Background: an optimization exercise with open tools, aiming at small area, a short achievable clock period and few clock cycles. Do not read the settings as production practice. RTL that was checked went through simulation tests only; none was proved equivalent to the original. Only the layout flow was run in run 1; the RTL was not checked for function there. Power is estimated from default activity; no workload was simulated.

### flow/constraint.sdc
create_clock -name core_clock -period 12.0 [get_ports {i_clk}]
set_input_delay 2.4000 -clock core_clock [delete_from_list [all_inputs] [get_ports {i_clk}]]
set_output_delay 2.4000 -clock core_clock [all_outputs]
set_load 0.01 [all_outputs]
### flow/standard.sh
#!/bin/bash
# synth_recipe.tcl (not shown) runs the flow's synth.tcl, then flattens the netlist and writes it again
# the make line also repeats each setting of config.mk as NAME=value (left out here)
make -C /OpenROAD-flow-scripts/flow DESIGN_CONFIG=/design/flow/config.mk WORK_HOME=/design/flow/orfs CLKGATE_MAP_FILE= SYNTH_SCRIPT=/design/flow/synth_recipe.tcl "${@:-finish}"
### flow/flow/run.sh
#!/bin/bash
# Layout flow: the standard flow, with a faster buffer on each port.
set -o pipefail
export BUFFER_PORTS_ARGS="-buffer_cell sky130_fd_sc_hd__buf_4"
bash standard.sh > standard.log 2>&1
### flow/design.v
package common_pkg;
    localparam logic [3:0] ST_F1  = 4'd0;    
    localparam logic [3:0] ST_F2  = 4'd1;    
    localparam logic [3:0] ST_F3  = 4'd2;    
    localparam logic [3:0] ST_R0  = 4'd3;    
    localparam logic [3:0] ST_XS  = 4'd4;    
    localparam logic [3:0] ST_MLS = 4'd5;    
    localparam logic [3:0] ST_MPP = 4'd6;    
    localparam logic [3:0] ST_CM  = 4'd7;    
    localparam logic [3:0] ST_WR0 = 4'd8;    
endpackage
module carry16 (
    input   logic   [15:0]  i_g,
    input   logic   [15:0]  i_p,
    input   logic           i_cin,
    output  logic   [16:0]  o_c          
);
    logic [15:0] g0, p0, g1, p1, g2, p2, g3, p3, g4, p4;
    assign g0 = {i_g[15:1], i_g[0] | (i_p[0] & i_cin)};
    assign p0 = i_p;
    always_comb begin
        for (int i = 0; i < 16; i++) begin
            if (i[0]) begin g1[i] = g0[i] | (p0[i] & g0[i-1]); p1[i] = p0[i] & p0[i-1]; end
            else      begin g1[i] = g0[i]; p1[i] = p0[i]; end
        end
        for (int i = 0; i < 16; i++) begin
            if (i[1]) begin g2[i] = g1[i] | (p1[i] & g1[{i[3:2], 2'b01}]); p2[i] = p1[i] & p1[{i[3:2], 2'b01}]; end
            else      begin g2[i] = g1[i]; p2[i] = p1[i]; end
        end
        for (int i = 0; i < 16; i++) begin
            if (i[2]) begin g3[i] = g2[i] | (p2[i] & g2[{i[3], 3'b011}]); p3[i] = p2[i] & p2[{i[3], 3'b011}]; end
            else      begin g3[i] = g2[i]; p3[i] = p2[i]; end
        end
        for (int i = 0; i < 16; i++) begin
            if (i[3]) begin g4[i] = g3[i] | (p3[i] & g3[7]); p4[i] = p3[i] & p3[7]; end
            else      begin g4[i] = g3[i]; p4[i] = p3[i]; end
        end
    end
    assign o_c = {g4, i_cin};
endmodule
module ALU (
    input   logic   [15:0]  i_a,
    input   logic   [15:0]  i_b,
    input   logic   [3:0]   i_t,         
    input   logic           i_bpos,      
    input   logic           i_bneg,      
    input   logic           i_cin,       
    input   logic           i_arith,     
    input   logic           i_subdec,    
    input   logic           i_logic,     
    input   logic           i_left,      
    input   logic           i_right,     
    input   logic           i_rol,       
    input   logic           i_msb,       
    input   logic           i_ror,       
    input   logic           i_zero,      
    output  logic   [15:0]  o_res,
    output  logic           o_c,
    output  logic           o_s,
    output  logic           o_z
);
    logic [15:0] bx, lu, g, sh, nsum, k;
    logic [16:0] c;
    always_comb begin
        for (int i = 0; i < 16; i++) begin
            bx[i] = i_b[i] ? i_bpos : i_bneg;
            lu[i] = i_t[{i_a[i], i_b[i]}];
        end
    end
    assign g = i_a & bx;
    assign k = i_a | bx;
    carry16 cy (.i_g(g), .i_p(k), .i_cin(i_cin), .o_c(c));
    assign sh   = ({16{i_left}}  & {i_a[14:0], i_rol & i_a[15]})
                | ({16{i_right}} & {(i_msb & i_a[15]) | (i_ror & i_a[0]), i_a[15:1]});
    assign nsum = lu | sh;
    assign o_res = (nsum & {16{~i_zero}}) ^ ({16{i_arith & ~i_zero}} & c[15:0]);
    logic zero16, z_arith;
    assign zero16  = (lu[0] == i_cin) && (lu[15:1] == k[14:0]);
    assign z_arith = ~zero16 | (k[15] ^ i_subdec);
    assign o_z = i_arith ? z_arith : (i_logic | (|nsum));
    assign o_c = i_logic | (i_arith & (c[16] ^ i_subdec));
    assign o_s = ~o_res[15];
endmodule
module regsel (
    input   logic   [3:0]   i_f,
    input   logic           i_mem_ok,
    output  logic   [14:0]  o_sel
);
    always_comb begin
        for (int i = 0; i < 15; i++) o_sel[i] = (i_f == i[3:0]);
        o_sel[11] = o_sel[11] & i_mem_ok;
    end
endmodule
module inc16 (
    input   logic   [15:0]  i_a,
    output  logic   [15:0]  o_s
);
    logic [16:0] c;
    assign c[0] = 1'b1;
    always_comb begin
        for (int i = 0; i < 16; i++) c[i+1] = c[i] & i_a[i];
    end
    assign o_s = i_a ^ c[15:0];
endmodule
module incdec16 (
    input   logic   [15:0]  i_a,
    input   logic           i_dec,
    output  logic   [15:0]  o_s
);
    logic [16:0] c;
    assign c[0] = 1'b1;
    always_comb begin
        for (int i = 0; i < 16; i++) c[i+1] = c[i] & (i_a[i] ^ i_dec);
    end
    assign o_s = i_a ^ c[15:0];
endmodule
module rport_p (
    input   logic   [14:0]  i_sel,
    input   logic   [15:0]  i_ir1,
    input   logic   [7:0]   i_ir2,
    input   logic   [15:0]  i_iv,
    input   logic   [15:0]  i_ir3,
    input   logic   [3:0]   i_flag,
    input   logic   [15:0]  i_a, i_b, i_c, i_d, i_e, i_f,
    input   logic   [15:0]  i_mem,
    input   logic   [15:0]  i_adr,
    input   logic   [15:0]  i_ip,
    input   logic   [15:0]  i_sp,
    output  logic   [15:0]  o_n0, o_n1, o_n2, o_n3
);
    assign o_n0 = ~(({16{i_sel[0]}}  & i_ir1)
                  | ({16{i_sel[1]}}  & {8'h00, i_ir2})
                  | ({16{i_sel[2]}}  & i_iv)
                  | ({16{i_sel[3]}}  & i_ir3));
    assign o_n1 = ~(({16{i_sel[4]}}  & {12'h000, i_flag})
                  | ({16{i_sel[5]}}  & i_a)
                  | ({16{i_sel[6]}}  & i_b)
                  | ({16{i_sel[7]}}  & i_c));
    assign o_n2 = ~(({16{i_sel[8]}}  & i_d)
                  | ({16{i_sel[9]}}  & i_e)
                  | ({16{i_sel[10]}} & i_f)
                  | ({16{i_sel[11]}} & i_mem));
    assign o_n3 = ~(({16{i_sel[12]}} & i_adr)
                  | ({16{i_sel[13]}} & i_ip)
                  | ({16{i_sel[14]}} & i_sp));
endmodule
module rport_f (
    input   logic   [15:0]  i_n0, i_n1, i_n2, i_n3,
    output  logic   [15:0]  o_data
);
    assign o_data = ~(i_n0 & i_n1 & i_n2 & i_n3);
endmodule
import common_pkg::*;
module nlp16af(
    input   logic           i_clk,
    input   logic           i_rst_n,
    output  logic           o_wr,
    output  logic           o_rd,
    input   logic   [15:0]  i_bus,
    output  logic   [15:0]  o_bus,
    output  logic   [15:0]  o_address
);
    logic           rst;
    assign rst = ~i_rst_n;
    logic   [3:0]   state, nstate;
    logic           xq, nxq;             
    logic           nxt, nnxt;           
    logic           mv;                  
    logic           ejd;                 
    logic           cmx, ncmx;           
    logic   [3:0]   nfa, nfb;            
    logic   [14:0]  sel_a, sel_b;        
    logic   [14:0]  nsel_a, nsel_b;
    logic           rd_q, nrd;           
    logic           wr_q, nwr;           
    logic           nwrc;                
    logic   [6:0]   wcq, nwc;            
    logic   [2:0]   asel, nasel;         
    logic           s_f1, s_f2, s_f3, s_r0, s_xs, s_mls, s_mpp, s_cm, s_wr0;
    assign s_f1  = state == ST_F1;
    assign s_f2  = state == ST_F2;
    assign s_f3  = state == ST_F3;
    assign s_r0  = state == ST_R0;
    assign s_xs  = state == ST_XS;
    assign s_mls = state == ST_MLS;
    assign s_mpp = state == ST_MPP;
    assign s_cm  = state == ST_CM;
    assign s_wr0 = state == ST_WR0;
    logic   [15:0]  ir1;                 
    logic   [7:0]   ir2f;                
    logic   [7:0]   ir2;                 
    logic   [15:0]  ir3, iv, r_a, r_b, r_c, r_d, r_e, r_f, adr, ip, sp;
    logic           fc, fs, fz;          
    logic   [15:0]  mdr;                 
    logic   [3:0]   e_ra1;               
    logic           e_ld;                
    function automatic logic cond_ok(input logic [3:0] cf, input logic c, input logic s, input logic z);
        logic t;
        begin
            case (cf[3:1])
                3'd4:    t = c;
                3'd6:    t = z;
                3'd7:    t = s;
                default: t = 1'b0;
            endcase
            cond_ok = t ^ cf[0];
        end
    endfunction
    logic   [3:0]   opc, ra1;
    logic           is_ld, is_st, is_ldst, is_call, is_pop, is_push, is_alu, ra1_mem, ra1_ip, cnd;
    logic   [5:0]   aluop;
    assign opc     = ir1[15:12];
    assign ra1     = ir1[3:0];
    assign is_ld   = opc == 4'h8;
    assign is_st   = opc == 4'h9;
    assign is_ldst = is_ld | is_st;
    assign is_call = opc == 4'hB;
    assign is_pop  = opc == 4'hC;
    assign is_push = opc == 4'hD;
    assign is_alu  = ~(is_ldst | is_call | is_pop | is_push);
    assign ra1_mem = ra1 == 4'hB;
    assign ra1_ip  = ra1 == 4'hD;
    assign aluop   = (opc[3:2] == 2'b00) ? ir1[13:8] : {2'b00, ir1[11:8]};
    logic           cc_c, cc_z, cc_s, cc_inv;
    always_ff @(posedge i_clk) begin
        if (s_f1) begin
            cc_c   <= i_bus[7:5] == 3'd4;
            cc_z   <= i_bus[7:5] == 3'd6;
            cc_s   <= i_bus[7:5] == 3'd7;
            cc_inv <= i_bus[4];
        end
    end
    assign cnd     = ((cc_c & fc) | (cc_z & fz) | (cc_s & fs)) ^ cc_inv;
    logic           is_mov;
    always_comb begin
        case (aluop)
            6'h0A, 6'h09, 6'h1B, 6'h18, 6'h06, 6'h12, 6'h14, 6'h16,
            6'h20, 6'h24, 6'h22, 6'h30, 6'h34, 6'h32: is_mov = 1'b0;
            default:                                 is_mov = 1'b1;
        endcase
    end
    logic           ej;
    assign ej = s_f3 & cnd & is_alu & ra1_ip & is_mov & (ir2f[7:4] == 4'h3);
    logic           b_push, b_pop, b_skip;
    assign b_push = i_bus[15:12] == 4'hD;
    assign b_pop  = i_bus[15:12] == 4'hC;
    assign b_skip = ~xq & ~cond_ok(i_bus[7:4], fc, fs, fz);
    logic           im16_bus, memsrc_bus, memsrc_reg, eof, memsrc;
    logic   [3:0]   w2a, w2b;
    assign im16_bus   = i_bus[15:12] == 4'h3 || i_bus[11:8] == 4'h3;
    assign memsrc_bus = i_bus[15:12] == 4'hB || i_bus[11:8] == 4'hB;
    assign memsrc_reg = ir2f[7:4] == 4'hB || ir2f[3:0] == 4'hB;
    assign eof        = (s_f2 & ~im16_bus) | s_f3;    
    assign memsrc     = s_f2 ? memsrc_bus : memsrc_reg;
    assign w2a        = s_f2 ? i_bus[15:12] : ir2f[7:4];
    assign w2b        = s_f2 ? i_bus[11:8]  : ir2f[3:0];
    logic           x_ra1, x_adr, squash, st_xs;
    assign x_ra1  = xq & ~is_ldst & ~ra1_mem & ~ejd;   
    assign x_adr  = xq & is_ldst;                      
    assign squash = s_f1 & xq & ~is_ldst & ra1_ip & ~ejd;    
    assign st_xs  = is_st & (ra1 == 4'h0 || ra1_ip);   
    localparam logic [2:0] A_IP = 3'b001, A_ADR = 3'b010, A_SP = 3'b100, A_0 = 3'b000;
    always_comb begin
        nstate = ST_F1;
        nxq    = 1'b0;
        ncmx   = 1'b0;
        nnxt   = 1'b0;
        nfa    = ir2f[7:4];
        nfb    = ir2f[3:0];
        case (state)
            ST_F1:          nfa = (xq & is_ldst) ? ra1 : i_bus[3:0];
            ST_F2, ST_F3: begin
                nfa = is_call ? ra1 : w2a;
                nfb = (is_call & is_mov & ~ra1_mem) ? w2a : w2b;
            end
            ST_XS:          nfa = is_ldst ? ra1 : 4'h0;
            ST_MLS:         nfa = ra1;
            default: ;
        endcase
        case (state)
            ST_F1: begin
                if (xq & ~is_ldst & ra1_ip & ~ejd) begin
                    nstate = ST_F1;
                end else if (xq & is_ldst) begin
                    nstate = ST_MLS; nnxt = 1'b1;
                end else if ((b_push | b_pop) & b_skip) begin
                    nstate = ST_F1;
                end else if (b_push | b_pop) begin
                    nstate = ST_MPP;
                end else begin
                    nstate = ST_F2;
                end
            end
            ST_F2, ST_F3: begin
                if (s_f2 & im16_bus)              nstate = ST_F3;
                else if (!cnd)                    nstate = ST_F1;
                else if (is_call) begin
                    nstate = ST_CM;
                    if (is_mov & ~ra1_mem & (w2a != 4'hB)) begin
                        ncmx = 1'b1; nxq = 1'b1;
                    end
                end
                else if (memsrc & ~(is_alu & ra1_mem)) nstate = ST_R0;
                else begin
                    nstate = (st_xs | (is_alu & ra1_mem)) ? ST_XS : ST_F1;
                    nxq = 1'b1;
                end
            end
            ST_R0: begin
                nstate = st_xs ? ST_XS : ST_F1;
                nxq = 1'b1;
            end
            ST_CM: begin
                if (cmx)                          nstate = ST_F1;
                else if (memsrc_reg & ~ra1_mem)   nstate = ST_R0;
                else begin
                    nstate = ra1_mem ? ST_XS : ST_F1;
                    nxq = 1'b1;
                end
            end
            ST_XS:                                nstate = is_ldst ? ST_MLS : ST_WR0;
            ST_MLS: begin
                if (nxt & (is_push | is_pop) & cnd) nstate = ST_MPP;
                else                              nstate = (nxt & ~(is_push | is_pop)) ? ST_F2 : ST_F1;
            end
            default:                              nstate = ST_F1;
        endcase
        nrd  = 1'b0;
        nwr  = 1'b0;
        nwrc = 1'b0;
        case (nstate)
            ST_F1, ST_F2, ST_F3, ST_R0: nrd = 1'b1;
            ST_WR0, ST_CM:              nwr = 1'b1;
            ST_MLS: begin                
                nrd = is_ld & ~ra1_mem;
                nwr = ~(is_ld & ~ra1_mem);
            end
            ST_MPP: begin
                nwrc = 1'b1;
                if (s_f1) begin          
                    nrd = b_pop & (i_bus[3:0] != 4'hB);
                    nwr = b_push | (i_bus[3:0] == 4'hB);
                end else begin           
                    nrd = is_pop & ~ra1_mem;
                    nwr = is_push | ra1_mem;
                end
            end
            default: ;
        endcase
        begin
            logic [3:0] cf;
            cf  = s_f1 ? i_bus[7:4] : ir1[7:4];
            nwc = 7'h0;
            if (nwr & nwrc) begin
                case (cf[3:1])
                    3'd4:    nwc[0 + cf[0]] = 1'b1;
                    3'd6:    nwc[2 + cf[0]] = 1'b1;
                    3'd7:    nwc[4 + cf[0]] = 1'b1;
                    default: nwc[6]         = cf[0];
                endcase
            end
        end
        case (nstate)
            ST_F1, ST_F2, ST_F3:    nasel = A_IP;
            ST_MLS:                 nasel = A_ADR;
            ST_MPP, ST_CM:          nasel = A_SP;
            default:                nasel = A_0;
        endcase
    end
    always_ff @(posedge i_clk) begin
        if (rst) begin
            state <= ST_F1;
            xq    <= 1'b0;
            nxt   <= 1'b0;
            mv    <= 1'b0;
            ejd   <= 1'b0;
            cmx   <= 1'b0;
            sel_a <= 15'h0;
            sel_b <= 15'h0;
            rd_q  <= 1'b1;
            wr_q  <= 1'b0;
            wcq   <= 7'h0;
            asel  <= A_IP;
        end else begin
            state <= nstate;
            xq    <= nxq;
            nxt   <= nnxt;
            mv    <= s_r0;
            ejd   <= ej;
            cmx   <= ncmx;
            sel_a <= nsel_a;
            sel_b <= nsel_b;
            rd_q  <= nrd;
            wr_q  <= nwr & ~nwrc;
            wcq   <= nwc;
            asel  <= nasel;
        end
    end
    logic   [15:0]  a, b;
    regsel rsa (.i_f(nfa), .i_mem_ok(s_r0), .o_sel(nsel_a));
    regsel rsb (.i_f(nfb), .i_mem_ok(s_r0), .o_sel(nsel_b));
    logic   [15:0]  pa0, pa1, pa2, pa3, a_bus;
    rport_p rpa (.i_sel(sel_a), .i_ir1(ir1), .i_ir2(ir2), .i_iv(iv), .i_ir3(ir3), .i_flag({fc, fs, 1'b0, fz}),
                .i_a(r_a), .i_b(r_b), .i_c(r_c), .i_d(r_d), .i_e(r_e), .i_f(r_f),
                .i_mem(mdr), .i_adr(adr), .i_ip(ip), .i_sp(sp), .o_n0(pa0), .o_n1(pa1), .o_n2(pa2), .o_n3(pa3));
    rport_f rfa (.i_n0(pa0), .i_n1(pa1), .i_n2(pa2), .i_n3(pa3), .o_data(a));
    rport_f rfo (.i_n0(pa0), .i_n1(pa1), .i_n2(pa2), .i_n3(pa3), .o_data(a_bus));
    logic   [15:0]  pb0, pb1, pb2, pb3;
    rport_p rpb (.i_sel(sel_b), .i_ir1(ir1), .i_ir2(ir2), .i_iv(iv), .i_ir3(ir3), .i_flag({fc, fs, 1'b0, fz}),
                .i_a(r_a), .i_b(r_b), .i_c(r_c), .i_d(r_d), .i_e(r_e), .i_f(r_f),
                .i_mem(mdr), .i_adr(adr), .i_ip(ip), .i_sp(sp), .o_n0(pb0), .o_n1(pb1), .o_n2(pb2), .o_n3(pb3));
    rport_f rfb (.i_n0(pb0), .i_n1(pb1), .i_n2(pb2), .i_n3(pb3), .o_data(b));
    logic   [3:0]   t, nt;
    logic           bpos, bneg, cin, arith, subdec, lgc, left, right, rol, sar, ror;
    logic           nbpos, nbneg, ncin, narith, nsubdec, nlgc, nleft, nright, nrol, nsar, nror;
    always_comb begin
        nt = 4'b0000; nbpos = 0; nbneg = 0; ncin = 0; narith = 0; nsubdec = 0; nlgc = 0;
        nleft = 0; nright = 0; nrol = 0; nsar = 0; nror = 0;
        if (nxq) begin
            case (aluop)
                6'h0A: begin nt = 4'b0110; nbpos = 1; narith = 1; end                                
                6'h09: begin nt = 4'b1001; nbneg = 1; ncin = 1; narith = 1; nsubdec = 1; end         
                6'h1B: begin nt = 4'b1100; ncin = 1; narith = 1; end                                 
                6'h18: begin nt = 4'b0011; nbpos = 1; nbneg = 1; narith = 1; nsubdec = 1; end        
                6'h06: begin nt = 4'b1000; nlgc = 1; end                                             
                6'h12: begin nt = 4'b1110; nlgc = 1; end                                             
                6'h14: begin nt = 4'b0011; nlgc = 1; end                                             
                6'h16: begin nt = 4'b0110; nlgc = 1; end                                             
                6'h20, 6'h24: nleft = 1;                                                             
                6'h22: begin nleft = 1; nrol = 1; end                                                
                6'h30: nright = 1;                                                                   
                6'h34: begin nright = 1; nsar = 1; end                                               
                6'h32: begin nright = 1; nror = 1; end                                               
                default: nt = ncmx ? 4'b1010 : 4'b1100;                                              
            endcase
        end
    end
    always_ff @(posedge i_clk) begin
        if (rst) {t, bpos, bneg, cin, arith, subdec, lgc, left, right, rol, sar, ror} <= '0;
        else     {t, bpos, bneg, cin, arith, subdec, lgc, left, right, rol, sar, ror} <=
                 {nt, nbpos, nbneg, ncin, narith, nsubdec, nlgc, nleft, nright, nrol, nsar, nror};
    end
    logic   [15:0]  res;
    logic           c_o, s_o, z_o;
    ALU alu (
        .i_a(a), .i_b(b), .i_t(t), .i_bpos(bpos), .i_bneg(bneg), .i_cin(cin), .i_arith(arith),
        .i_subdec(subdec), .i_logic(lgc), .i_left(left), .i_right(right), .i_rol(rol),
        .i_msb(sar), .i_ror(ror), .i_zero(rst),
        .o_res(res), .o_c(c_o), .o_s(s_o), .o_z(z_o)
    );
    logic   ld_mls, pop_ok;
    assign ld_mls = s_mls & e_ld & (e_ra1 != 4'hB);
    assign pop_ok = s_mpp & is_pop & cnd;
    assign o_rd   = rd_q;
    assign o_wr   = wr_q | (wcq[0] & fc) | (wcq[1] & ~fc) | (wcq[2] & fz) | (wcq[3] & ~fz)
                  | (wcq[4] & fs) | (wcq[5] & ~fs) | wcq[6];
    assign o_bus  = a_bus;
    assign o_address = ({16{asel[0]}} & ip) | ({16{asel[1]}} & adr) | ({16{asel[2]}} & sp);
    logic           ldsel, bsel;
    logic   [15:0]  wd;
    assign ldsel = ld_mls | (pop_ok & ~ra1_mem);
    assign bsel  = (ldsel | s_f2 | s_f3) & ~rst;
    assign wd    = res | (i_bus & {16{bsel}});       
    logic   [3:0]   wdest;
    logic           wen;
    assign wdest = x_adr ? 4'hC : (s_mls ? e_ra1 : ra1);
    assign wen   = x_ra1 | x_adr | ldsel;
    logic   [15:0]  we;
    always_comb begin
        we = 16'h0000;
        if (wen) we[wdest] = 1'b1;
    end
    logic           flag_we, sp_dec, sp_inc, ir1_res;
    assign flag_we = xq & ~is_ldst;
    assign ir1_res = s_xs & ~is_ldst;                  
    assign sp_dec  = (s_f1 & b_push & ~(b_skip) & ~squash & ~(xq & is_ldst)) | (s_mls & nxt & is_push & cnd)
                   | (eof & cnd & is_call);
    assign sp_inc  = s_mpp & ((is_pop & cnd) | (is_push & ~cnd));
    logic   [15:0]  ip_inc, sp_pm;
    inc16    ipi (.i_a(ip), .o_s(ip_inc));
    incdec16 spi (.i_a(sp), .i_dec(~s_mpp), .o_s(sp_pm));    
    always_ff @(posedge i_clk) begin
        mdr <= i_bus;
        if (s_f1 | ir1_res)                     ir1  <= s_f1 ? i_bus : res;
        if (s_f2)                               ir2f <= i_bus[15:8];
        if (rst | we[1] | s_f2)                 ir2  <= wd[7:0];
        if (rst | we[2])                        iv   <= wd;
        if (rst | we[3] | s_f3)                 ir3  <= wd;
        if (rst | we[5])                        r_a  <= wd;
        if (rst | we[6])                        r_b  <= wd;
        if (rst | we[7])                        r_c  <= wd;
        if (rst | we[8])                        r_d  <= wd;
        if (rst | we[9])                        r_e  <= wd;
        if (rst | we[10])                       r_f  <= wd;
        if (rst | we[12])                       adr  <= wd;
        if (rst | we[13] | s_f1 | s_f2 | s_f3)  ip   <= (rst | we[13] | ej) ? wd : ip_inc;
        if (rst | sp_dec | sp_inc)              sp   <= rst ? 16'hEFFF : sp_pm;
        if (rst | flag_we)                      {fc, fs, fz} <= rst ? 3'b000 : {c_o, s_o, z_o};
        if (x_adr)                              {e_ra1, e_ld} <= {ra1, is_ld};
    end
endmodule
### flow/config.mk
export PLATFORM = sky130hd
export DESIGN_NAME = nlp16af
export DESIGN_NICKNAME = nlp16af
export VERILOG_FILES = /design/flow/design.v
export SDC_FILE = /design/flow/constraint.sdc
export NUM_CORES = 8
export LEC_CHECK = 0
export CAP_MARGIN = 60
export CORE_MARGIN = 2
export CORE_UTILIZATION = 40
export SLEW_MARGIN = 60
export SYNTH_HIERARCHICAL = 1
==> summary.txt, run 1 <==
Drt
  • Via Count: between 10k and 15k
  • Drt first pass iters: 9
  • Wirelength per Cell: 29.7 um
  • DRT iter0 DRCs: 2537
  • Vias per cell: 6.72
  • Routed WL: just over 60000 um
  • Final ANT Viol Nets: 0
  • # DRC: 0

Clock network
  • Clk slew on worst S/H paths: approximately 70 ps
  • Clock buffers created by TritonCTS: 35
  • Post-CTS resize count: 0
  • Post-CTS Setup Bufs: 0
  • Worst-Skew Late Latency: between 500 and 600 ps
  • CTS max path bufs: 3
  • Root Driver: clkbuf_16
  • Clock tree from TritonCTS: built
  • Hold_buf cts: 0
  • Clock sink count: 300
  • H-tree levels: 2

Timing
  • Final setup vio count: 0
  • Unrepaired setup endpoints after global routing: false
  • Fin crit period: between 4000 and 5000 ps
  • Final worst-path cycle share: roughly 39%
  • Hold Violations, Final: 0
  • Relative slew slack: a little under three fifths
  • Slew @ Worst Pin: ~640 ps
  • Setup TNS: 0 ps
  • Final Max Slew Viols: 0
  • Fmax: ~210 MHz
  • Clock Skew: between 20 and 25 ps

Setup path
  • Worst path required time: about 9600 ps
  • CP endpoint kind: primary output
  • Worst EP arrival: 2290 ps
  • Critical Path Fanout Max: 9
  • Critical path type: flop to primary output
  • CP Launch Type: flop

Synthesis
  • Ys Warns: 12
  • Primary FF master, synth: edfxtp_1
  • Sequential-to-total area share from yosys stat: between 40% and 50%
  • Cell count after synthesis: around 1.5k
  • Top post-synthesis cells by area: edfxtp_1 (39%), dfxtp_1 (9.5%), a222oi_1 (5.3%)
  • Ys async rst share: 0%
  • EDFF count, synth: 220
  • Top-count cell post-synth: edfxtp_1
  • Post-Synthesis Cell Area: between 15000 and 20000 um2
  • Post-synth top area share: 39.3%
  • Syn Area/Cell: between 10 and 15 um2
  • Top post-synthesis cells by count: edfxtp_1 (220), nand2_1 (137), nor2_1 (95)
  • Yosys reg bits: 300
  • Number of distinct library cells after synthesis: roughly 100
  • Cell type with the largest total area after synthesis: edfxtp_1

Finish
  • Layout Cells excl Fill: just over 2k
  • Fillers: a little under 4k
  • Diode count: 0
  • Layout Nets: about 1.6k
  • Fraction of layout cells with a size suffix above 1: between 10% and 20%
  • Area Overhead vs Synth: 12.1%

Placement
  • Port-buffer cells: just over 50
  • Final HPWL DP: about 41000 um
  • GP Congestion: between 0.9 and 1
  • Placed insts: ~2.0k

Worst hold path
  • Hold/Removal Path Class: flop to flop

Global route
  • Largest net degree at the start of global routing: between 60 and 70
  • Total gr overflow: 0
  • M3 GR Usage: under 10%
  • Met2 global-route usage: approximately 43%
  • First-pass GRT wire length: 89200 um
  • GR peak layer: met2
  • Vias in the first global route: 13.5k
  • Initial antenna violation count: 0
  • Met1 Use GR: 37.6%
  • Total GRT Usage: around 28%

Floorplan
  • Die span in x: ~210 um
  • Height of the die: about 210 um
  • Starting Density: roughly 40%
  • Placeable Area: between 40000 and 50000 um2
  • # rows: 75
  • Die area: 43700 um2
  • Num ports: 52

Power and ir drop
  • Leakage: between 7 and 8 nW
  • Worst VDD drop: approximately 0.11 mV
  • Power Dens Cells: roughly 190 nW/um2

Outcome
  • Status: no timing/DRC/antenna violations

Run
  • Total of max-cap violations: 0
[Yosys stat by module, one instance, submodules excluded]
module	times used	area, um2	flip-flops and latches	cells
ALU	1	1510	0	206
carry16	1	309	0	54
regsel	2	114	0	22
rport_f	3	100	0	16
nlp16af	1	11600	300	828
rport_p	2	1090	0	113
incdec16	1	455	0	61
inc16	1	188	0	16
[routing by layer]
metal	wire length, um	vias to the layer above
met5	0	-
met4	3310	0
met3	7170	196
met2	27100	967
met1	24100	6806
li1	-	6005
[logic make-up after synthesis]
kind of cell	after synthesis	share of synthesized area, %
simple gates	520	16.7
compound gates	387	20.4
flops	300	48.8
buf+inv	146	4.62
mux	64	5.46
xor+xnor	44	2.34
fa+ha+maj	21	1.55
other cells	1	0.0223
[placed cells by master, fill, tap and decap left out, drive strengths merged, types with 10 or more instances in the layout]
cell | netlist | routed
nand2 | 137 | 137
xor2 | 11 | 11
clkbuf | 41 | 52
inv | 51 | 56
a221oi | 69 | 69
nand2b | 36 | 36
a22o | 60 | 60
and3 | 11 | 11
nor2b | 15 | 15
nor4 | 13 | 13
a31oi | 10 | 10
nor2 | 95 | 95
nor3 | 32 | 32
a21o | 29 | 29
buf | 52 | 82
dfxtp | 80 | 80
xnor2 | 33 | 33
mux2 | 19 | 19
nand3 | 25 | 25
a222oi | 89 | 89
o21ai | 30 | 30
or3 | 11 | 11
a21oi | 37 | 37
nand4 | 59 | 59
ha | 20 | 20
mux4 | 16 | 16
edfxtp | 220 | 220
mux2i | 29 | 29
and2 | 38 | 38
[stage by stage]
stage / worst slack, ps / instance area [um2] / util, % / total power, mW / hold WS [ps]
final: 7310 / 18800 / 45.2 / 3.58 / 720
after global routing: 7230 / 18800 / 45.2 / 3.70 / 721
after CTS: 7340 / 18800 / 45.1 / 3.55 / 712
after detailed placement: 7570 / 17600 / 42.3 / 2.47 / 674
after global placement: 7390 / 17500 / 42.0 / 2.43 / 715
after floorplan: 7920 / 16800 / - / 2.03 / 560
[cell type report]
type / count / area [um2] / share of cell area, %
clock inverter: 14 / 190 / 1.01
multi-input combinational: 1038 / 7920 / 42.0
sequential: 300 / 8250 / 43.8
clock buffer: 50 / 970 / 5.15
tap: 539 / 674 / 3.58
timing repair buffer: 85 / 628 / 3.33
inverter: 53 / 211 / 1.12
[power by group]
| part | switching (mW) | total [mW] | internal, mW |
|---|---|---|---|
| clock network | 0.456 | 1.09 | 0.639 |
| logic | 0.640 | 1.01 | 0.373 |
| registers | 0.200 | 1.47 | 1.27 |
| total | 1.30 | 3.58 | 2.28 |
[worst paths after layout]
| path | from | to | slack, ps | cells after the start |
|---|---|---|---|---|
| max | ir1[1] | o_bus[1] | 7310 | 4 |
| min | ir1[12] | left | 720 | 2 |
| max reg2reg | ir1[1] | ip[11] | 7680 | 15 |
| min reg2reg | ir1[12] | left | 720 | 2 |
[worst max-delay path: stages (launching register included)]
cell      delay [ps]
edfxtp_1         580
a22o_1           300
a221oi_1         360
nand4_1          260
buf_4            220
==> inputs of run 2 (changes only) <==
--- a/flow/design.v
+++ b/flow/design.v
@@ -166,5 +166,4 @@
     logic           xq, nxq;             
     logic           nxt, nnxt;           
-    logic           mv;                  
     logic           ejd;                 
     logic           cmx, ncmx;           
@@ -174,6 +173,5 @@
     logic           rd_q, nrd;           
     logic           wr_q, nwr;           
-    logic           nwrc;                
-    logic   [6:0]   wcq, nwc;            
+    logic           wrc_q, nwrc;         
     logic   [2:0]   asel, nasel;         
     logic           s_f1, s_f2, s_f3, s_r0, s_xs, s_mls, s_mpp, s_cm, s_wr0;
@@ -348,17 +346,4 @@
             default: ;
         endcase
-        begin
-            logic [3:0] cf;
-            cf  = s_f1 ? i_bus[7:4] : ir1[7:4];
-            nwc = 7'h0;
-            if (nwr & nwrc) begin
-                case (cf[3:1])
-                    3'd4:    nwc[0 + cf[0]] = 1'b1;
-                    3'd6:    nwc[2 + cf[0]] = 1'b1;
-                    3'd7:    nwc[4 + cf[0]] = 1'b1;
-                    default: nwc[6]         = cf[0];
-                endcase
-            end
-        end
         case (nstate)
             ST_F1, ST_F2, ST_F3:    nasel = A_IP;
@@ -372,29 +357,24 @@
             state <= ST_F1;
             xq    <= 1'b0;
-            nxt   <= 1'b0;
-            mv    <= 1'b0;
-            ejd   <= 1'b0;
-            cmx   <= 1'b0;
-            sel_a <= 15'h0;
-            sel_b <= 15'h0;
             rd_q  <= 1'b1;
             wr_q  <= 1'b0;
-            wcq   <= 7'h0;
+            wrc_q <= 1'b0;
             asel  <= A_IP;
         end else begin
             state <= nstate;
             xq    <= nxq;
-            nxt   <= nnxt;
-            mv    <= s_r0;
-            ejd   <= ej;
-            cmx   <= ncmx;
-            sel_a <= nsel_a;
-            sel_b <= nsel_b;
             rd_q  <= nrd;
-            wr_q  <= nwr & ~nwrc;
-            wcq   <= nwc;
+            wr_q  <= nwr;
+            wrc_q <= nwrc;
             asel  <= nasel;
         end
     end
+    always_ff @(posedge i_clk) begin
+        nxt   <= nnxt;
+        ejd   <= ej;
+        cmx   <= ncmx;
+        sel_a <= nsel_a;
+        sel_b <= nsel_b;
+    end
     logic   [15:0]  a, b;
     regsel rsa (.i_f(nfa), .i_mem_ok(s_r0), .o_sel(nsel_a));
@@ -437,7 +417,6 @@
     end
     always_ff @(posedge i_clk) begin
-        if (rst) {t, bpos, bneg, cin, arith, subdec, lgc, left, right, rol, sar, ror} <= '0;
-        else     {t, bpos, bneg, cin, arith, subdec, lgc, left, right, rol, sar, ror} <=
-                 {nt, nbpos, nbneg, ncin, narith, nsubdec, nlgc, nleft, nright, nrol, nsar, nror};
+        {t, bpos, bneg, cin, arith, subdec, lgc, left, right, rol, sar, ror} <=
+            {nt, nbpos, nbneg, ncin, narith, nsubdec, nlgc, nleft, nright, nrol, nsar, nror};
     end
     logic   [15:0]  res;
@@ -453,6 +432,5 @@
     assign pop_ok = s_mpp & is_pop & cnd;
     assign o_rd   = rd_q;
-    assign o_wr   = wr_q | (wcq[0] & fc) | (wcq[1] & ~fc) | (wcq[2] & fz) | (wcq[3] & ~fz)
-                  | (wcq[4] & fs) | (wcq[5] & ~fs) | wcq[6];
+    assign o_wr   = wr_q & (~wrc_q | cnd);
     assign o_bus  = a_bus;
     assign o_address = ({16{asel[0]}} & ip) | ({16{asel[1]}} & adr) | ({16{asel[2]}} & sp);
==> run 2 against run 1 <==
Still clean on timing, DRC and antenna. Die area down 3.1%. Clock power down 11%. First-iteration DRC count up 3.6%. Critical path depth up 2. Fmax down 4.9%. Setup slack worse by 240 ps. Hold slack better by 24 ps.
==> summary.txt, run 2 <==
Outcome
  • Status: no timing/DRC/antenna violations

Power and ir drop
  • Clock power frac: 19.7% (-11 points)
  • Sw Ratio: 43.7% (+7.5 points)
  • NetSw: 2.15 mW (+66%)
  • Logic pwr share: 44.6% (+16 points)
  • Worst VDD drop: 0.131 mV (+21%)
  • Tot Pwr: 4.92 mW (+38%)
  • Pint: 2.77 mW (+21%)
  • Leakage: 6.84 nW (-3.7%)
  • Power Dens Cells: 269 nW/um2 (+42%)
  • Flop pwr share: 35.7% (-5.4 points)

Drt
  • Drt first pass iters: 9 (unchanged)
  • Top Metal Used: met4
  • Routed WL: 62000 um (+0.50%)
  • DRT iter0 DRCs: 2629 (+3.6%)
  • Vias per cell: 6.88 (+2.3%)
  • Met2 wire len: 27200 um (+0.11%)
  • Final ANT Viol Nets: 0 (unchanged)
  • DRT met1 WL: 23800 um (-1.2%)
  • Via Count: 13.7k (-1.9%)
  • # DRC: 0 (unchanged)
  • WL met3: 8450 um (+18%)
  • Wirelength per Cell: 31.1 um (+4.8%)

Setup path
  • Worst EP arrival: 2530 ps (+240 ps)
  • Most common cell type on the critical path: buf_1
  • Crit-path cells: a222oi_1 -> buf_1 -> buf_1 -> xor2_2 -> a21boi_0 -> buf_4
  • Slowest CP cell: edfxtp_1
  • Critical path type: flop to primary output
  • CP endpoint kind: primary output
  • Slowest stage delay, CP: 500 ps (-80 ps)
  • Worst path required time: 9600 ps (about the same)
  • CP Launch Type: flop
  • Critical Path Fanout Max: 6 (-3)

Timing
  • Final worst-path cycle share: 41.0% (+2.0 points)
  • Final setup vio count: 0 (unchanged)
  • Final Max Slew Viols: 0 (unchanged)
  • Unrepaired setup endpoints after global routing: false
  • Setup TNS: 0 ps (unchanged)
  • Relative slew slack: 56.1% (-1.4 points)
  • Setup ws final: 7070 ps (-240 ps)
  • Clock Skew: 7.88 ps (-12.4 ps)
  • Hold Violations, Final: 0 (unchanged)
  • Fmax: 203 MHz (-4.9%)
  • Slew @ Worst Pin: 659 ps (+20.4 ps)
  • Fin crit period: 4930 ps (+240 ps)

Synthesis
  • Ys async rst share: 0% (unchanged)
  • EDFF count, synth: 220 (unchanged)
  • Top post-synthesis cells by area: edfxtp_1 (41%), dfxtp_1 (9.1%), a222oi_1 (5.5%)
  • Cell count after synthesis: 1408 (-5.1%)
  • Cell type with the largest total area after synthesis: edfxtp_1
  • Post-Synthesis Cell Area: 16300 um2 (-3.2%)
  • Post-synth top area share: 40.6% (+1.3 points)
  • Top post-synthesis cells by count: edfxtp_1 (220), nand2_1 (123), a222oi_1 (89)
  • Syn Area/Cell: 11.6 um2 (+2.0%)
  • Ys Warns: 12 (unchanged)
  • Sequential-to-total area share from yosys stat: 49.7% (+0.87 points)
  • Top-count cell post-synth: edfxtp_1
  • Yosys reg bits: 294 (-2.0%)
  • Primary FF master, synth: edfxtp_1
  • Number of distinct library cells after synthesis: 96 (-7.7%)

Worst hold path
  • Hold/Removal Path Class: flop to flop

Finish
  • Fraction of layout cells with a size suffix above 1: 19.2% (+0.18 points)
  • Layout Nets: 1484 (-4.3%)
  • Layout Cells excl Fill: 1993 (-4.1%)
  • Most frequent cells in the layout: edfxtp_1 (220), nand2_1 (122), a222oi_1 (89)
  • Most common cell after layout, fill and taps aside: edfxtp_1
  • Diode count: 0 (unchanged)
  • Area Overhead vs Synth: 12.5%

Placement
  • Final HPWL DP: 41100 um (-0.52%)
  • Pre-CTS setup slack: 7410 ps (-159 ps)
  • Placed insts: 1935 (-3.8%)
  • Port-buffer cells: 51 (unchanged)
  • GP Congestion: 0.922 (-0.85%)

Clock network
  • Clock sink count: 294 (-2.0%)
  • Worst-Skew Late Latency: 570 ps (about the same)
  • CTS max path bufs: 3 (unchanged)
  • H-tree levels: 1 (-1)
  • Clock tree from TritonCTS: built
  • Post-CTS Setup Bufs: 0 (unchanged)
  • Clk slew on worst S/H paths: 60 ps (about the same)
  • Root Driver: clkbuf_16
  • Post-CTS resize count: 0 (unchanged)
  • Hold_buf cts: 0 (unchanged)
  • Clock buffers created by TritonCTS: 29 (-17%)

Floorplan
  • # rows: 73 (-2.7%)
  • Die area: 42300 um2 (-3.1%)
  • Placeable Area: 39900 um2 (-4.2%)
  • Die span in x: 206 um (-1.6%)
  • Height of the die: 206 um (-1.6%)
  • Num ports: 52 (unchanged)
  • Starting Density: 40.8% (+0.43 points)

Global route
  • Largest net degree at the start of global routing: 37 (-46%)
  • Initial antenna violation count: 1 (+1)
  • Total GRT Usage: 28.9% (+1.0 points)
  • First-pass GRT wire length: 87400 um (-2.0%)
  • Total gr overflow: 0 (unchanged)
  • Vias in the first global route: 12.9k (-4.4%)

Run
  • Total of max-cap violations: 0 (unchanged)
==> run 2: cell count changes in the layout (fill, tap and decap cells not counted), moves of 7 or more <==
cell      delta
and2_1      -29
dfxtp_2     -14
nand2_1     -14
buf_4        +8
a211oi_1     +7
nor2_1      -15
a21oi_1     -11
==> run 2: power by group through the flow <==
stage	Combinational, mW	Clock [mW]	Sequential [mW]
final	2.20	0.969	1.76
after global placement	2.04	0	1.76
after detailed placement	2.11	0	1.76
after CTS	2.12	0.975	1.74
after floorplan	1.39	0	1.54
after global routing	2.33	1.01	1.77
==> run 2: worst max-delay path: cells and delay by family, from the launching register on <==
| family | cells | cell delay (ps) |
|---|---|---|
| AO/OA/AOI/OAI | 2 | 550 |
| buffers and inverters | 3 | 540 |
| flip-flops | 1 | 500 |
| XOR/XNOR | 1 | 370 |
==> run 2: kinds of logic after synthesis <==
kind of cell | share of synthesized area, %
and+or+nand+nor | 15.2
AOI/OAI and AO/OA | 21.2
DFF | 49.7
buffers and inverters | 4.57
muxes | 5.34
xor gates and xnor gates | 2.42
adders and majority gates | 1.54
other | 0.0230
==> run 2: layout make-up <==
class	count	area [um2]
fill	3619	21600
sequential	294	8140
multi-input combinational	971	7590
clock buffer	44	895
timing repair buffer	98	712
tap	525	657
inverter	52	196
clock inverter	9	119
==> run 2: modules after synthesis (local to each module, per instance) <==
module    cell area, um2  cells  copies in the design
nlp16af            11100    753                     1
rport_f              100     16                     3
incdec16             455     61                     1
ALU                 1510    206                     1
regsel               114     22                     2
inc16                188     16                     1
carry16              309     54                     1
rport_p             1090    113                     2
==> run 2: final timing paths <==
kind         cells after the start  endpoint  slack [ps]   start
min                              2     ip[4]         740   ip[4]
min reg2reg                      2     ip[4]         740   ip[4]
max reg2reg                     15    ip[15]        7310  ir1[2]
max                              6      o_wr        7070      fc
==> run 2: metrics by stage <==
stage / hold WS (ps) / area [um2] / utilization, %
2_1_floorplan: 560 / 16300 / -
6_report: 745 / 18300 / 45.9
3_5_place_dp: 720 / 17200 / 43.1
5_1_grt: 773 / 18300 / 45.9
4_1_cts: 738 / 18200 / 45.6
3_3_place_gp: 712 / 17000 / 42.7
==> run 2: per-layer routing <==
layer | vias up | GRT usage (%)
met3 | 178 | 7.48
met5 | - | 0
met4 | 0 | 12.1
met2 | 1017 | 43.8
met1 | 6695 | 39.0
li1 | 5816 | -
Testbench counts of run 2, summed over its fixed seeds: cycles 83,608.
==> inputs of run 3 (changes only) <==
--- a/flow/config.mk
+++ b/flow/config.mk
@@ -9,4 +9,5 @@
 export CORE_MARGIN = 2
 export CORE_UTILIZATION = 40
+export CTS_BUF_LIST = sky130_fd_sc_hd__clkbuf_4 sky130_fd_sc_hd__clkbuf_8
 export SLEW_MARGIN = 60
 export SYNTH_HIERARCHICAL = 1
==> run 3 against run 2 <==
Still clean. Non-clock buffer count down 2. Die area unchanged. Combinational power barely moved. Cell count up 1.7%. First-iteration DRC count rose by 5.8%. Critical endpoint unchanged. Sequential power about the same. Synthesized cell count did not move. Final area shrank 0.29%. Critical path depth stayed put. Register-to-register slack barely moved. Power is 1.4% lower.
==> summary.txt, run 3 <==
Outcome
  • Status: no timing/DRC/antenna violations

Clock network
  • Root Driver: clkbuf_8
  • Clock buffers created by TritonCTS: 47 (+62%)
  • H-tree levels: 2 (+1)
  • Worst-Skew Late Latency: 600 ps (+30 ps)
  • CTS max path bufs: 3 (unchanged)
  • Hold_buf cts: 0 (unchanged)
  • Clk slew on worst S/H paths: 60 ps (about the same)
  • Clock tree from TritonCTS: built
  • Clock sink count: 294 (unchanged)
  • Post-CTS Setup Bufs: 0 (unchanged)
  • Post-CTS resize count: 0 (unchanged)

Setup path
  • Setup slack, reg-to-reg: 7320 ps (about the same)
  • Crit path buffers/inverters: 3 (unchanged)
  • Critical Path Fanout Max: 6 (unchanged)
  • Crit-path cells: a222oi_1 -> buf_1 -> buf_1 -> xor2_2 -> a21boi_0 -> buf_4
  • Slowest stage delay, CP: 520 ps (+20 ps)
  • FF-to-FF Start: ir1[2]
  • Reg2Reg Capture Point: ip[15]
  • CP Depth: 6 (unchanged)
  • Worst path required time: 9600 ps (about the same)
  • Slowest CP cell: edfxtp_1
  • Worst Reg-to-Reg Cells: 15 (unchanged)
  • CP Launch Type: flop
  • Critical path type: flop to primary output
  • Crit-path leading delay family: compound AO/OA/AOI/OAI gates
  • Most common cell type on the critical path: buf_1
  • CP endpoint kind: primary output
  • Worst EP arrival: 2550 ps (+20 ps)

Worst hold path
  • HP Start: ip[4]
  • Hold path depth: 2 (unchanged)
  • Worst Hold Endpoint: ip[4]
  • Hold/Removal Path Class: flop to flop

Timing
  • Fmax: 202 MHz (-0.47%)
  • Unrepaired setup endpoints after global routing: false
  • Relative slew slack: 56.7% (+0.65 points)
  • Hold Violations, Final: 0 (unchanged)
  • Final setup vio count: 0 (unchanged)
  • Slew @ Worst Pin: 644 ps (-14.4 ps)
  • Clock Skew: 34.3 ps (+26.4 ps)
  • Fin crit period: 4950 ps (+23.3 ps)
  • Final worst-path cycle share: 41.2% (+0.19 points)
  • Final Max Slew Viols: 0 (unchanged)
  • Setup TNS: 0 ps (unchanged)

Global route
  • Initial antenna violation count: 1 (unchanged)
  • Vias in the first global route: 13.0k (+1.1%)
  • Total GRT Usage: 29.1% (+0.22 points)
  • Largest net degree at the start of global routing: 37 (unchanged)
  • Total gr overflow: 0 (unchanged)
  • First-pass GRT wire length: 88000 um (+0.66%)

Floorplan
  • # rows: 73 (unchanged)
  • Die area: 42300 um2 (unchanged)
  • Placeable Area: 39900 um2 (unchanged)
  • Height of the die: 206 um (unchanged)
  • Starting Density: 40.8% (unchanged)
  • Die span in x: 206 um (unchanged)
  • Num ports: 52 (unchanged)

Finish
  • Layout Nets: 1500 (+1.1%)
  • Most frequent cells in the layout: edfxtp_1 (220), nand2_1 (122), a222oi_1 (89)
  • Layout Cells excl Fill: 2027 (+1.7%)
  • Area Overhead vs Synth: 12.2%
  • Fraction of layout cells with a size suffix above 1: 21.1% (+1.8 points)
  • Most common cell after layout, fill and taps aside: edfxtp_1

Drt
  • # DRC: 0 (unchanged)
  • Vias per cell: 6.87 (about the same)
  • Drt first pass iters: 9 (unchanged)
  • Wirelength per Cell: 30.7 um (-1.5%)
  • DRT iter0 DRCs: 2782 (+5.8%)
  • Via Count: 13.9k (+1.6%)
  • Final ANT Viol Nets: 0 (unchanged)
  • Routed WL: 62200 um (+0.23%)

Placement
  • Placed insts: 1935 (unchanged)
  • Final HPWL DP: 41100 um (unchanged)
  • Port-buffer cells: 51 (unchanged)
  • GP Congestion: 0.922 (unchanged)

Synthesis
  • Top-count cell post-synth: edfxtp_1
  • Synth Area in Compound Gates: 21.2% (unchanged)
  • Sequential-to-total area share from yosys stat: 49.7% (unchanged)
  • Cell count after synthesis: 1408 (unchanged)
  • Ys Warns: 12 (unchanged)
  • Yosys reg bits: 294 (unchanged)
  • Post-synth top area share: 40.6% (unchanged)
  • Xor-xnor portion of the synthesized cell area: 2.42% (unchanged)
  • Syn Area/Cell: 11.6 um2 (unchanged)
  • Post-Synth Adder-Cell Area: 1.54% (unchanged)
  • Top post-synthesis cells by count: edfxtp_1 (220), nand2_1 (123), a222oi_1 (89)
  • Post-Synthesis Cell Area: 16300 um2 (unchanged)
  • Mux cell area share after synthesis: 5.34% (unchanged)
  • Simple-gate share of the synthesized area: 15.2% (unchanged)
  • EDFF count, synth: 220 (unchanged)
  • Largest family of logic cells by synthesized area: compound AO/OA/AOI/OAI gates
  • Ys async rst share: 0% (unchanged)
  • Cell type with the largest total area after synthesis: edfxtp_1
  • Primary FF master, synth: edfxtp_1
  • Top post-synthesis cells by area: edfxtp_1 (41%), dfxtp_1 (9.1%), a222oi_1 (5.5%)
  • Number of distinct library cells after synthesis: 96 (unchanged)

Run
  • Total of max-cap violations: 0 (unchanged)

Power and ir drop
  • Power Dens Cells: 266 nW/um2 (-1.1%)
  • Leakage: 6.85 nW (+0.15%)
  • Worst VDD drop: 0.142 mV (+8.5%)
[run 3: cell types whose count changed in the layout (fill, tap and decap cells not counted), moves of 2 or more]
cell,delta
xnor2_2,-2
xnor2_1,+2
clkinv_1,+3
clkbuf_16,-31
clkbuf_4,+17
bufinv_16,-2
clkinv_2,+5
clkbuf_1,-6
clkbuf_8,+47
[run 3: logic make-up after synthesis]
kind of cell,Yosys count
flip-flops,294
AND/OR/NAND/NOR,455
XOR/XNOR,45
multiplexers,59
AO/OA/AOI/OAI,390
other,1
buffers and inverters,144
adder cells (fa/ha/maj),20
[run 3: worst register-to-register path, delay by kind of cell, from the launching register on]
kind                      cells  cell delay (ps)
xor gates and xnor gates      1              410
muxes                         2              630
AOI/OAI and AO/OA             8             1870
DFF                           1              630
and+or+nand+nor               4             1020
[run 3: metrics by stage]
step | total power, mW | utilization (%) | cell area, um2 | setup slack, ps | hold WS, ps
CTS | 4.76 | 45.6 | 18200 | 7040 | 737
finish | 4.85 | 45.7 | 18300 | 7050 | 741
detailed placement | 3.87 | 43.1 | 17200 | 7410 | 720
floorplan | 2.93 | - | 16300 | 7550 | 560
global route | 5.04 | 45.7 | 18300 | 6930 | 771
global placement | 3.80 | 42.7 | 17000 | 6850 | 712
[run 3: worst max path at each step]
stage               slack [ps]     end      from
global placement          6850   ip[1]   i_rst_n
floorplan                 7550   sp[0]  i_bus[6]
detailed placement        7410   ip[0]   i_rst_n
finish                    7050    o_wr        fc
global route              6930  ip[15]    ir1[2]
CTS                       7040    o_wr        fc
[run 3: Yosys stat by module, one instance, submodules excluded]
module	area (um2)	flops+latches	copies in the design	cells
carry16	309	0	1	54
rport_f	100	0	3	16
inc16	188	0	1	16
rport_p	1090	0	2	113
incdec16	455	0	1	61
ALU	1510	0	1	206
regsel	114	0	2	22
nlp16af	11100	294	1	753
[run 3: metal layers]
metal  vias to the layer above  GRT usage, %  part of all wire, %
li1                       5865             -                    -
met4                         0          12.6                  4.6
met3                       213          7.36                   13
met5                         -             0                    0
met1                      6791          39.5                   39
met2                      1060          43.9                   44
[run 3: power by group]
part           internal [mW]  leakage (nW)  switching (mW)  total [mW]
logic                  0.791          3.46            1.40        2.19
registers               1.40          2.86           0.366        1.76
clock network          0.490         0.533           0.412       0.902
[run 3: final cells by class]
| class | count | area [um2] |
|---|---|---|
| Antenna cell | 1 | 2.50 |
| Clock inverter | 17 | 124 |
| Sequential cell | 294 | 8140 |
| Tap cell | 525 | 657 |
| Timing Repair Buffer | 96 | 689 |
| Clock buffer | 71 | 871 |
| Multi-Input combinational cell | 971 | 7580 |
| Inverter | 52 | 196 |
| Fill cell | 3637 | 21700 |
==> inputs of run 4 (changes only) <==
--- a/flow/config.mk
+++ b/flow/config.mk
@@ -9,5 +9,6 @@
 export CORE_MARGIN = 2
 export CORE_UTILIZATION = 40
-export CTS_BUF_LIST = sky130_fd_sc_hd__clkbuf_4 sky130_fd_sc_hd__clkbuf_8
+export CTS_CLUSTER_DIAMETER = 150
+export CTS_CLUSTER_SIZE = 20
 export SLEW_MARGIN = 60
 export SYNTH_HIERARCHICAL = 1
==> run 4 against run 3 <==
Fmax up 1.2%. Still clean on timing, DRC and antenna. Largest cell class unchanged. First-iteration DRC count increased by 4.1%. Synthesized cell count is the same. Sequential cell count did not move. Setup slack better by 57 ps.
==> summary.txt, run 4 <==
Clock network
  • Clock sink count: 294 (unchanged)
  • Clock buffers created by TritonCTS: 18 (-62%)
  • Worst-Skew Late Latency: 520 ps (-80 ps)
  • Clock tree from TritonCTS: built
  • Hold_buf cts: 0 (unchanged)
  • H-tree levels: 1 (-1)
  • Clk slew on worst S/H paths: 90 ps (+30 ps)
  • Post-CTS resize count: 0 (unchanged)
  • Root Driver: clkbuf_16
  • Post-CTS Setup Bufs: 0 (unchanged)
  • CTS max path bufs: 3 (unchanged)

Drt
  • Via Count: 13.7k (-1.6%)
  • Final ANT Viol Nets: 0 (unchanged)
  • Vias per cell: 6.96 (+1.3%)
  • Drt first pass iters: 11 (+2)
  • Routed WL: 61700 um (-0.76%)
  • DRT iter0 DRCs: 2895 (+4.1%)
  • # DRC: 0 (unchanged)
  • Wirelength per Cell: 31.4 um (+2.2%)

Power and ir drop
  • Leakage: 6.57 nW (-4.0%)
  • Clock power frac: 13.9% (-4.7 points)
  • Power Dens Cells: 257 nW/um2 (-3.2%)
  • Flop pwr share: 38.4% (+2.1 points)
  • Pint: 2.48 mW (-7.4%)
  • Worst VDD drop: 0.124 mV (-13%)
  • NetSw: 2.09 mW (-3.7%)
  • Sw Ratio: 45.8% (+0.97 points)
  • Logic pwr share: 47.8% (+2.7 points)
  • Tot Pwr: 4.57 mW (-5.7%)

Global route
  • First-pass GRT wire length: 87100 um (-1.0%)
  • Total gr overflow: 0 (unchanged)
  • Initial antenna violation count: 1 (unchanged)
  • Largest net degree at the start of global routing: 37 (unchanged)
  • Total GRT Usage: 28.7% (-0.38 points)
  • Vias in the first global route: 12.7k (-2.3%)

Synthesis
  • Ys async rst share: 0% (unchanged)
  • Sequential-to-total area share from yosys stat: 49.7% (unchanged)
  • Cell type with the largest total area after synthesis: edfxtp_1
  • Top post-synthesis cells by area: edfxtp_1 (41%), dfxtp_1 (9.1%), a222oi_1 (5.5%)
  • Top-count cell post-synth: edfxtp_1
  • Post-Synthesis Cell Area: 16300 um2 (unchanged)
  • Top post-synthesis cells by count: edfxtp_1 (220), nand2_1 (123), a222oi_1 (89)
  • EDFF count, synth: 220 (unchanged)
  • Number of distinct library cells after synthesis: 96 (unchanged)
  • Ys Warns: 12 (unchanged)
  • Cell count after synthesis: 1408 (unchanged)
  • Yosys reg bits: 294 (unchanged)
  • Syn Area/Cell: 11.6 um2 (unchanged)
  • Primary FF master, synth: edfxtp_1
  • Post-synth top area share: 40.6% (unchanged)

Worst hold path
  • Worst Hold Endpoint: ip[4]
  • Hold/Removal Path Class: flop to flop
  • Hold path depth: 2 (unchanged)
  • HP Start: ip[4]

Finish
  • Footprint of the multi-input gates: 7580 um2 (unchanged)
  • Most common cell after layout, fill and taps aside: edfxtp_1
  • Area Overhead vs Synth: 9.31%
  • Storage cell area: 8130 um2 (about the same)
  • Most frequent cells in the layout: edfxtp_1 (220), nand2_1 (122), a222oi_1 (89)
  • Diode count: 0 (-1)
  • Fraction of layout cells with a size suffix above 1: 17.6% (-3.5 points)
  • Layout Cells excl Fill: 1968 (-2.9%)
  • Layout Nets: 1472 (-1.9%)
  • Fillers: 3661 (+0.66%)

Placement
  • Pre-CTS setup slack: 7410 ps (unchanged)
  • Port-buffer cells: 51 (unchanged)
  • GP Congestion: 0.922 (unchanged)
  • Final HPWL DP: 41100 um (unchanged)
  • Placed insts: 1935 (unchanged)

Setup path
  • Worst path required time: 9600 ps (about the same)
  • Worst Reg-to-Reg Cells: 15 (unchanged)
  • Worst Setup SP: fc
  • CP Launch Type: flop
  • Crit-path cells: a222oi_1 -> buf_1 -> buf_1 -> xor2_2 -> a21boi_0 -> buf_4
  • Critical path type: flop to primary output
  • Slowest stage delay, CP: 520 ps (about the same)
  • Slowest CP cell: edfxtp_1
  • Reg2Reg Capture Point: ip[15]
  • Setup slack, reg-to-reg: 7290 ps (-30 ps)
  • Most common cell type on the critical path: buf_1
  • CP endpoint kind: primary output
  • Worst EP arrival: 2490 ps (-60 ps)
  • Critical Path Fanout Max: 6 (unchanged)
  • FF-to-FF Start: ir1[2]

Timing
  • Final Max Slew Viols: 0 (unchanged)
  • Slew @ Worst Pin: 660 ps (+16.2 ps)
  • Setup ws final: 7110 ps (+57.5 ps)
  • Final worst-path cycle share: 40.8% (-0.48 points)
  • Final setup vio count: 0 (unchanged)
  • WHS: 749 ps (+7.76 ps)
  • Setup TNS: 0 ps (unchanged)
  • Hold Violations, Final: 0 (unchanged)
  • Clock Skew: 19.8 ps (-14.4 ps)
  • Fmax: 204 MHz (+1.2%)
  • Relative slew slack: 56.0% (-0.77 points)
  • Fin crit period: 4890 ps (-57.5 ps)
  • Unrepaired setup endpoints after global routing: false

Floorplan
  • Placeable Area: 39900 um2 (unchanged)
  • Die area: 42300 um2 (unchanged)
  • # rows: 73 (unchanged)
  • Starting Density: 40.8% (unchanged)
  • Num ports: 52 (unchanged)
  • Height of the die: 206 um (unchanged)
  • Die span in x: 206 um (unchanged)

Outcome
  • Status: no timing/DRC/antenna violations

Run
  • Total of max-cap violations: 0 (unchanged)
-- run 4: cell count changes in the layout (fill, tap and decap cells not counted), moves of 5 or more --
| cell | change |
|---|---|
| clkinv_1 | -5 |
| clkbuf_1 | +9 |
| clkbuf_4 | -17 |
| clkbuf_16 | +19 |
| clkbuf_8 | -54 |
| clkinv_2 | -8 |
-- run 4: cell families after synthesis --
kind of cell | share of synthesized area, %
compound gates | 21.2
xor+xnor | 2.42
fa+ha+maj | 1.54
buf+inv | 4.57
flops | 49.7
mux | 5.34
other cells | 0.0230
simple gates | 15.2
-- run 4: cell type report --
cell class	count	area share [%]
clock buffers	28	2.86
clock inverters	1	0.0492
inverters	52	1.10
multi-input cells	971	42.6
flip-flops and latches	294	45.7
well taps	525	3.69
repair buffers	97	3.96
-- run 4: metrics by stage --
| step | utilization (%) | cell area [um2] |
|---|---|---|
| finish | 44.6 | 17800 |
| global route | 44.6 | 17800 |
| CTS | 44.4 | 17700 |
| detailed placement | 43.1 | 17200 |
| global placement | 42.7 | 17000 |
| floorplan | - | 16300 |
-- run 4: how the worst max path moves through the flow --
stage | endpoint | depth (start not counted)
2_1_floorplan | sp[0] | 6
3_3_place_gp | ip[1] | 5
3_5_place_dp | ip[0] | 6
4_1_cts | o_wr | 6
5_1_grt | ip[15] | 15
6_report | o_wr | 6
-- run 4: per-layer routing --
layer  vias up  share of wire (%)  wire length (um)  global-route usage (%)
met3       176                 13              8240                    5.84
met2      1061                 44             27000                    43.7
li1       5784                  -                 -                       -
met4         0                3.9              2420                    11.2
met5         -                  0                 0                       0
met1      6684                 39             24000                    40.1
-- run 4: per-module statistics from Yosys (local to each module, per instance), excerpt --
| module | copies in the design | area [um2] |
|---|---|---|
| inc16 | 1 | 188 |
| regsel | 2 | 114 |
| ALU | 1 | 1510 |
| carry16 | 1 | 309 |
| nlp16af | 1 | 11100 |
| incdec16 | 1 | 455 |
-- run 4: power by group through the flow --
stage                     clock network (mW)  logic, mW  registers, mW
after floorplan                            0       1.39           1.54
after global placement                     0       2.04           1.76
after detailed placement                   0       2.11           1.76
after CTS                              0.639       2.12           1.74
after global routing                   0.669       2.31           1.76
final                                  0.634       2.18           1.76
-- run 4: worst max-delay path, delay by kind of cell, from the launching register on --
family                    cells  cell delay [ps]
DFF                           1              520
xor gates and xnor gates      1              370
buffers and inverters         3              540
AOI/OAI and AO/OA             2              550
==> inputs of run 5 (changes only) <==
--- a/flow/config.mk
+++ b/flow/config.mk
@@ -10,5 +10,5 @@
 export CORE_UTILIZATION = 40
 export CTS_CLUSTER_DIAMETER = 150
-export CTS_CLUSTER_SIZE = 20
+export CTS_CLUSTER_SIZE = 25
 export SLEW_MARGIN = 60
 export SYNTH_HIERARCHICAL = 1
==> run 5 against run 4 <==
Final area down 0.59%. Clock power decreased by 11%. Sequential share of layout area is 0.29 points higher. Register-to-register slack worse by 60 ps. Largest cell class unchanged.
==> summary.txt, run 5 <==
Outcome
  • Status: no timing/DRC/antenna violations

Synthesis
  • Cell type with the largest total area after synthesis: edfxtp_1
  • Yosys reg bits: 294 (unchanged)
  • Syn Area/Cell: 11.6 um2 (unchanged)
  • Primary FF master, synth: edfxtp_1
  • Post-synth top area share: 40.6% (unchanged)
  • Top post-synthesis cells by area: edfxtp_1 (41%), dfxtp_1 (9.1%), a222oi_1 (5.5%)
  • Top post-synthesis cells by count: edfxtp_1 (220), nand2_1 (123), a222oi_1 (89)
  • Ys async rst share: 0% (unchanged)
  • Top-count cell post-synth: edfxtp_1
  • EDFF count, synth: 220 (unchanged)
  • Number of distinct library cells after synthesis: 96 (unchanged)
  • Cell count after synthesis: 1408 (unchanged)
  • Sequential-to-total area share from yosys stat: 49.7% (unchanged)
  • Ys Warns: 12 (unchanged)
  • Post-Synthesis Cell Area: 16300 um2 (unchanged)

Floorplan
  • Height of the die: 206 um (unchanged)
  • Placeable Area: 39900 um2 (unchanged)
  • # rows: 73 (unchanged)
  • Die area: 42300 um2 (unchanged)
  • Die span in x: 206 um (unchanged)
  • Num ports: 52 (unchanged)
  • Starting Density: 40.8% (unchanged)

Finish
  • Most common cell after layout, fill and taps aside: edfxtp_1
  • Layout Utilization: 44.3% (-0.26 points)
  • Layout Nets: 1468 (-0.27%)
  • Most frequent cells in the layout: edfxtp_1 (220), nand2_1 (122), a222oi_1 (89)
  • Diode count: 0 (unchanged)
  • Fraction of layout cells with a size suffix above 1: 17.4% (-0.22 points)
  • Area Overhead vs Synth: 8.67%

Setup path
  • Most common cell type on the critical path: buf_1
  • FF-to-FF Start: ir1[2]
  • Setup slack, reg-to-reg: 7230 ps (-60 ps)
  • Worst Setup SP: fc
  • CP endpoint kind: primary output
  • CP Launch Type: flop
  • Worst EP arrival: 2460 ps (-30 ps)
  • Slowest stage delay, CP: 520 ps (about the same)
  • Worst Reg-to-Reg Cells: 15 (unchanged)
  • Critical Path Fanout Max: 6 (unchanged)
  • Worst path required time: 9600 ps (about the same)
  • Reg2Reg Capture Point: ip[15]
  • Slowest CP cell: edfxtp_1
  • Crit-path cells: a222oi_1 -> buf_1 -> buf_1 -> xor2_2 -> a21boi_0 -> buf_4
  • Critical path type: flop to primary output

Drt
  • Via Count: 13.6k (-0.82%)
  • DRT met1 WL: 24000 um (-0.13%)
  • Routed WL: 61500 um (-0.39%)
  • Drt first pass iters: 13 (+2)
  • Wirelength per Cell: 31.3 um (-0.14%)
  • Top Metal Used: met4
  • Vias per cell: 6.92 (-0.56%)
  • WL met3: 7970 um (-3.3%)
  • Met2 wire len: 26700 um (-1.2%)
  • Final ANT Viol Nets: 0 (unchanged)
  • DRT iter0 DRCs: 2492 (-14%)
  • # DRC: 0 (unchanged)

Global route
  • Total GRT Usage: 28.7% (about the same)
  • Initial antenna violation count: 1 (unchanged)
  • Largest net degree at the start of global routing: 37 (unchanged)
  • First-pass GRT wire length: 86900 um (-0.19%)
  • Total gr overflow: 0 (unchanged)
  • Vias in the first global route: 12.8k (+0.48%)

Timing
  • Clock Skew: 18.6 ps (-1.27 ps)
  • Unrepaired setup endpoints after global routing: false
  • Final worst-path cycle share: 40.5% (-0.28 points)
  • Fmax: 206 MHz (+0.70%)
  • Final setup vio count: 0 (unchanged)
  • Setup TNS: 0 ps (unchanged)
  • Fin crit period: 4860 ps (-33.9 ps)
  • Hold Violations, Final: 0 (unchanged)
  • Final Max Slew Viols: 0 (unchanged)
  • Relative slew slack: 56.4% (+0.45 points)
  • Slew @ Worst Pin: 649 ps (-11.5 ps)

Power and ir drop
  • Power Dens Cells: 255 nW/um2 (-0.84%)
  • Worst VDD drop: 0.165 mV (+32%)
  • Leakage: 6.51 nW (-0.85%)

Clock network
  • Clock buffers created by TritonCTS: 15 (-3)
  • H-tree levels: 1 (unchanged)
  • Clock sink count: 294 (unchanged)
  • CTS max path bufs: 3 (unchanged)
  • Post-CTS Setup Bufs: 0 (unchanged)
  • Clk slew on worst S/H paths: 110 ps (+20 ps)
  • Hold_buf cts: 0 (unchanged)
  • Root Driver: clkbuf_16
  • Post-CTS resize count: 0 (unchanged)
  • Worst-Skew Late Latency: 510 ps (about the same)
  • Clock tree from TritonCTS: built

Worst hold path
  • Hold/Removal Path Class: flop to flop
  • Hold path depth: 2 (unchanged)
  • HP Start: ip[3]
  • Worst Hold Endpoint: ip[3]

Placement
  • GP Congestion: 0.922 (unchanged)
  • Port-buffer cells: 51 (unchanged)
  • Final HPWL DP: 41100 um (unchanged)

Run
  • Total of max-cap violations: 0 (unchanged)
## run 5: cell types whose count changed in the layout (fill, tap and decap cells not counted), sizes merged
cell,change
buf,-1
clkbuf,-4
## run 5: how the worst max path moves through the flow
stage / endpoint / cells after the start
floorplan: sp[0] / 6
global placement: ip[1] / 5
detailed placement: ip[0] / 6
CTS: o_wr / 6
global route: ip[15] / 15
finish: o_wr / 6
## run 5: metal layers
layer	GRT usage (%)	up-vias
li1	-	5771
met1	39.3	6677
met2	43.5	953
met3	6.92	192
met4	11.8	0
met5	0	-
## run 5: power by group
group | internal [mW] | switching (mW) | total [mW] | leakage, nW
registers | 1.39 | 0.363 | 1.76 | 2.86
logic | 0.795 | 1.40 | 2.19 | 3.46
clock network | 0.239 | 0.322 | 0.562 | 0.200
## run 5: area by class of cell
cell class	count	area, um2
fill	3674	22200
sequential	294	8140
multi-input combinational	971	7580
timing repair buffer	96	689
tap	525	657
clock buffer	24	409
inverter	52	196
clock inverter	1	8.76
## run 5: critical path: cells and delay by family (launching register included)
| family | cells | cell delay, ps |
|---|---|---|
| AO/OA/AOI/OAI | 2 | 530 |
| buffers and inverters | 3 | 530 |
| flip-flops | 1 | 520 |
| XOR/XNOR | 1 | 370 |
## run 5: logic make-up after synthesis
| group | synth area share (%) |
|---|---|
| muxes | 5.34 |
| DFF | 49.7 |
| and+or+nand+nor | 15.2 |
| adders and majority gates | 1.54 |
| buffers and inverters | 4.57 |
| other | 0.0230 |
| AOI/OAI and AO/OA | 21.2 |
| xor gates and xnor gates | 2.42 |
## run 5: metrics by stage
step | area [um2] | setup slack, ps | power, mW | hold WS [ps] | instances
after floorplan | 16300 | 7550 | 2.93 | 560 | 1409
after global placement | 17000 | 6850 | 3.80 | 712 | 1920
after detailed placement | 17200 | 7410 | 3.87 | 720 | 1935
after CTS | 17600 | 7100 | 4.42 | 749 | 1960
after global routing | 17700 | 6930 | 4.69 | 785 | 1963
final | 17700 | 7140 | 4.51 | 758 | 1963
## run 5: per-module statistics from Yosys (local to each module, per instance)
module    flip-flops and latches  times used  area, um2
incdec16                       0           1        455
nlp16af                      294           1      11100
ALU                            0           1       1510
rport_p                        0           2       1090
regsel                         0           2        114
rport_f                        0           3        100
inc16                          0           1        188
carry16                        0           1        309

==> what the ideal ports hide <==
In the flow no input, the clock included, has a driving cell. The finished layouts below were timed again as built, in two steps.
Step 1 assumes that a clkbuf_16 drives the clock port and a buf_2 every other input.
Step 2 moves the port delays by t, midway between the first and last clock arrival at a register: inputs arrive t later, outputs are due t later. That takes back most of the time a late clock gives input paths.
a / b / c = ideal / step 1 / step 2; a / b = the first two.
| run | t, ns | slack for setup (ns) | worst setup path at the end | worst register clock-pin slew, ns |
|---|---|---|---|---|
| run 1 | 0.619 | 7.314 / 7.258 / 7.526 | input to register | 0.07 / 0.07 |
| run 2 | 0.615 | 7.074 / 7.023 / 7.311 | register to register | 0.07 / 0.07 |
| run 3 | 0.632 | 7.051 / 7.005 / 7.321 | register to register | 0.07 / 0.07 |
| run 4 | 0.563 | 7.108 / 7.058 / 7.285 | register to register | 0.09 / 0.09 |
| run 5 | 0.552 | 7.142 / 7.089 / 7.232 | register to register | 0.11 / 0.11 |
After both steps setup and hold are still met in every run listed.
